What follows belongs to an exercise in optimizing a design on an open flow for small area; a production flow would make more cautious choices. At most, simulation tests tie the RTL to the original design; equivalence was not proved.

==> module profiles, before the edit <==
module profiles(
input clk, rst, en, done, write,
input [15:0] password,
input [3:0] selected_profile,
input [3:0] slot,
output valid
);
reg [255:0] ring;
reg [15:0] match;
reg ok;         
reg wpend;      
reg [3:0] wsel;
reg clr;        
localparam [15:0] ZERO = 16'h0000;
wire wnow = wpend & (slot == wsel);
wire [15:0] head = clr ? ZERO : wnow ? password : ring[15:0];
wire [15:0] match_at_rise = {match[0], match[15:1]};
assign valid = ~rst & done & ok;
always @(posedge clk)
begin
	ring <= {head, ring[255:16]};
	match <= {head == password, match[15:1]};
end
always @(posedge clk)
begin
	if (rst)
		clr <= 1'b1;
	else if (&slot)
		clr <= 1'b0;
end
always @(posedge clk)
begin
	if (rst)
	begin
		ok <= 1'b1;
		wpend <= 1'b0;
	end
	else
	begin
		if (en & done)
			ok <= ~write & match_at_rise[selected_profile];
		if (en & done & write)
			wpend <= 1'b1;
		else if (wnow)
			wpend <= 1'b0;
	end
end
always @(posedge clk)
begin
	if (en & done & write)
		wsel <= selected_profile;
end
endmodule
Settings: LEC_CHECK=0, CAP_MARGIN=20, CORE_MARGIN=2, CORE_UTILIZATION=75, CTS_BUF_LIST=sky130_fd_sc_hd__clkbuf_8, CTS_CLUSTER_DIAMETER=50, CTS_CLUSTER_SIZE=20, PLACE_DENSITY=0.85, SLEW_MARGIN=20; clock period 10.0 ns.
standard.sh (not shown) runs the stock make flow with config.mk's settings and CLKGATE_MAP_FILE= SYNTH_SCRIPT=/design/flow/synth_recipe.tcl, a recipe that flattens the netlist after the stock synthesis.
==> flow/flow/run.sh <==
#!/bin/bash
# The standard layout, with the port buffers made from the smallest buffer cell
# and a clock tree without dummy loads.
set -euo pipefail
bash standard.sh \
  BUFFER_PORTS_ARGS="-buffer_cell sky130_fd_sc_hd__buf_1" \
  CTS_ARGS="-sink_clustering_enable -repair_clock_nets -dont_use_dummy_load -buf_list sky130_fd_sc_hd__clkbuf_8 -sink_clustering_size 20 -sink_clustering_max_diameter 50" \
  finish > standard.log 2>&1
Edit:
--- a/flow/design.v
+++ b/flow/design.v
@@ -93,5 +93,6 @@
 localparam [15:0] ZERO = 16'h0000;
 wire wnow = wpend & (slot == wsel);
-wire [15:0] head = clr ? ZERO : wnow ? password : ring[15:0];
+wire keep = ~wnow & ~clr;
+wire [15:0] head = ({16{wnow}} & password) | ({16{keep}} & ring[15:0]);
 wire [15:0] match_at_rise = {match[0], match[15:1]};
 assign valid = ~rst & done & ok;
After rerunning: Sequential share of layout area grows by 0.35 points. Hold slack gains 17 ps. Core utilization is lower by 0.39 points. Via count came out lower slightly. Setup slack got worse by 8.6 ps. Global-route usage goes down by 0.86 points.
The RTL of the first run of this note was laid out without a check of its function.


Another version of the RTL of digital_lock (not shown whole).
For scale: ~320 flip-flops, roughly 50 I/O pins.
==> flow/design.v (excerpt) <==
module digital_lock(
input clk, rst, add_profile, d3_in,
input [3:0] profile_selected,
input [3:0] row,
output [3:0] col,
output [1:0] high, low,
output valid,
output reg locked,
output [6:0] dis_code0, dis_code1, dis_code2, dis_code3
);
reg [9:0] cnt;
wire div_rise = &cnt[7:0];
wire div_fall = ~cnt[7] & (&cnt[6:0]);
wire [15:0] code;
wire done;
reg disp_on;    
reg zero_seen;  
assign high = 2'b11;
assign low = 2'b00;
always @(posedge clk)
begin
	if (rst)
		cnt <= 10'h080;
	else
		cnt <= cnt + 10'd1;
end
input_password in_pass (clk, rst, div_fall, cnt[9:8], row, col, done, code);
profiles prof (clk, rst, div_rise, done, add_profile, code, profile_selected, cnt[3:0], valid);
localparam [15:0] ZERO = 16'h0000;
wire [15:0] pass_code = disp_on ? code : ZERO;
disp_7segment disp1 (pass_code[3:0]  , dis_code0);
disp_7segment disp2 (pass_code[7:4]  , dis_code1);
disp_7segment disp3 (pass_code[11:8] , dis_code2);
disp_7segment disp4 (pass_code[15:12], dis_code3);
always @(posedge clk)
begin
	if (rst)
		disp_on <= 1'b0;
	else if (div_rise)
		disp_on <= done;
end
always @(posedge clk)
begin
	if (rst)
	begin
  ...
==> module profiles, before the edit <==
module profiles(
input clk, rst, en, done, write,
input [15:0] password,
input [3:0] selected_profile,
input [3:0] slot,
output valid
);
reg [255:0] ring;
reg [15:0] match;
reg ok;         
reg wpend;      
reg [3:0] wsel;
reg clr;        
reg wnow;       
reg keep;       
localparam [15:0] ZERO = 16'h0000;
wire wnow_nxt = ~rst & wpend & ~wnow & ((slot + 4'd1) == wsel);
wire clr_nxt = rst | (clr & ~(&slot));
wire [15:0] head = ({16{wnow}} & password) | ({16{keep}} & ring[15:0]);
wire [15:0] match_at_rise = {match[0], match[15:1]};
assign valid = ~rst & done & ok;
always @(posedge clk)
begin
	ring <= {head, ring[255:16]};
	match <= {head == password, match[15:1]};
end
always @(posedge clk)
begin
	clr <= clr_nxt;
	wnow <= wnow_nxt;
	keep <= ~wnow_nxt & ~clr_nxt;
end
always @(posedge clk)
begin
	if (rst)
	begin
		ok <= 1'b1;
		wpend <= 1'b0;
	end
	else
	begin
		if (en & done)
			ok <= ~write & match_at_rise[selected_profile];
		if (en & done & write)
			wpend <= 1'b1;
		else if (wnow)
			wpend <= 1'b0;
	end
end
always @(posedge clk)
begin
	if (en & done & write)
		wsel <= selected_profile;
end
endmodule
clock: 10.0 ns
lec_check: 0
cap_margin: 20
core_margin: 2
core_utilization: 75
cts_buf_list: sky130_fd_sc_hd__clkbuf_8
cts_cluster_diameter: 50
cts_cluster_size: 20
place_density: 0.85
slew_margin: 20
==> flow/flow/run.sh <==
#!/bin/bash
# The standard layout, with the port buffers made from the smallest buffer cell
# and a clock tree of small buffers (clkbuf_4, at most 12 sinks each) without dummy loads.
set -euo pipefail
bash standard.sh \
  BUFFER_PORTS_ARGS="-buffer_cell sky130_fd_sc_hd__buf_1" \
  CTS_ARGS="-sink_clustering_enable -repair_clock_nets -dont_use_dummy_load -buf_list sky130_fd_sc_hd__clkbuf_4 -sink_clustering_size 12 -sink_clustering_max_diameter 45" \
  finish > standard.log 2>&1
==> next run, changes <==
--- a/flow/design.v
+++ b/flow/design.v
@@ -89,13 +89,11 @@
 reg ok;         
 reg wpend;      
 reg [3:0] wsel;
 reg clr;        
-reg wnow;       
-reg keep;       
 localparam [15:0] ZERO = 16'h0000;
-wire wnow_nxt = ~rst & wpend & ~wnow & ((slot + 4'd1) == wsel);
-wire clr_nxt = rst | (clr & ~(&slot));
+wire wnow = wpend & (slot == wsel);
+wire keep = ~wnow & ~clr;
 wire [15:0] head = ({16{wnow}} & password) | ({16{keep}} & ring[15:0]);
 wire [15:0] match_at_rise = {match[0], match[15:1]};
 assign valid = ~rst & done & ok;
 always @(posedge clk)
@@ -104,11 +102,12 @@
 	match <= {head == password, match[15:1]};
 end
 always @(posedge clk)
 begin
-	clr <= clr_nxt;
-	wnow <= wnow_nxt;
-	keep <= ~wnow_nxt & ~clr_nxt;
+	if (rst)
+		clr <= 1'b1;
+	else if (&slot)
+		clr <= 1'b0;
 end
 always @(posedge clk)
 begin
 	if (rst)
Count of clock-buffer cells in the layout stays the same.
Global-route usage hardly moves.
Setup slack is better by 59 ps.
Design area barely changes.
Routed wire length came out lower by 2.7%.
Fmax is higher by 1.2%.
Critical path depth is unchanged.
Non-clock buffer count went up by 1.
Die area goes down by 0.52%.

-- port drivers added, routing unchanged --
How much do the figures lean on ideal ports? The routed layouts below were timed once more, with nothing changed but the port constraints. Step 1: set_driving_cell puts a clkbuf_16 on clk and a buf_2 on each other input, an assumption about the parent block. Step 2 moves the port delays by t, midway between the first and last clock arrival at a register: inputs arrive t later, outputs are due t later. That takes back most of the time a late clock gives input paths. a / b / c = ideal / step 1 / step 2; a / b = the first two.
| run | t, ns | setup slack, ns | worst setup path at the end | worst slew at a driven data input, ns |
|---|---|---|---|---|
| the first run of note 1 | 0.542 | 5.063 / 5.035 / 5.035 | input to output | 0.03 |
| the second run of note 1 | 0.528 | 5.054 / 5.029 / 5.029 | input to output | 0.03 |
| the first run of note 2 | 0.621 | 4.998 / 4.962 / 4.962 | input to output | 0.04 |
| the second run of note 2 | 0.621 | 5.057 / 5.031 / 5.031 | input to output | 0.03 |
After both steps every run listed still meets setup and hold. For the first run of note 2, which loses most, drivers alone change the setup slack by -0.036 ns; drivers and shift together by -0.036 ns.
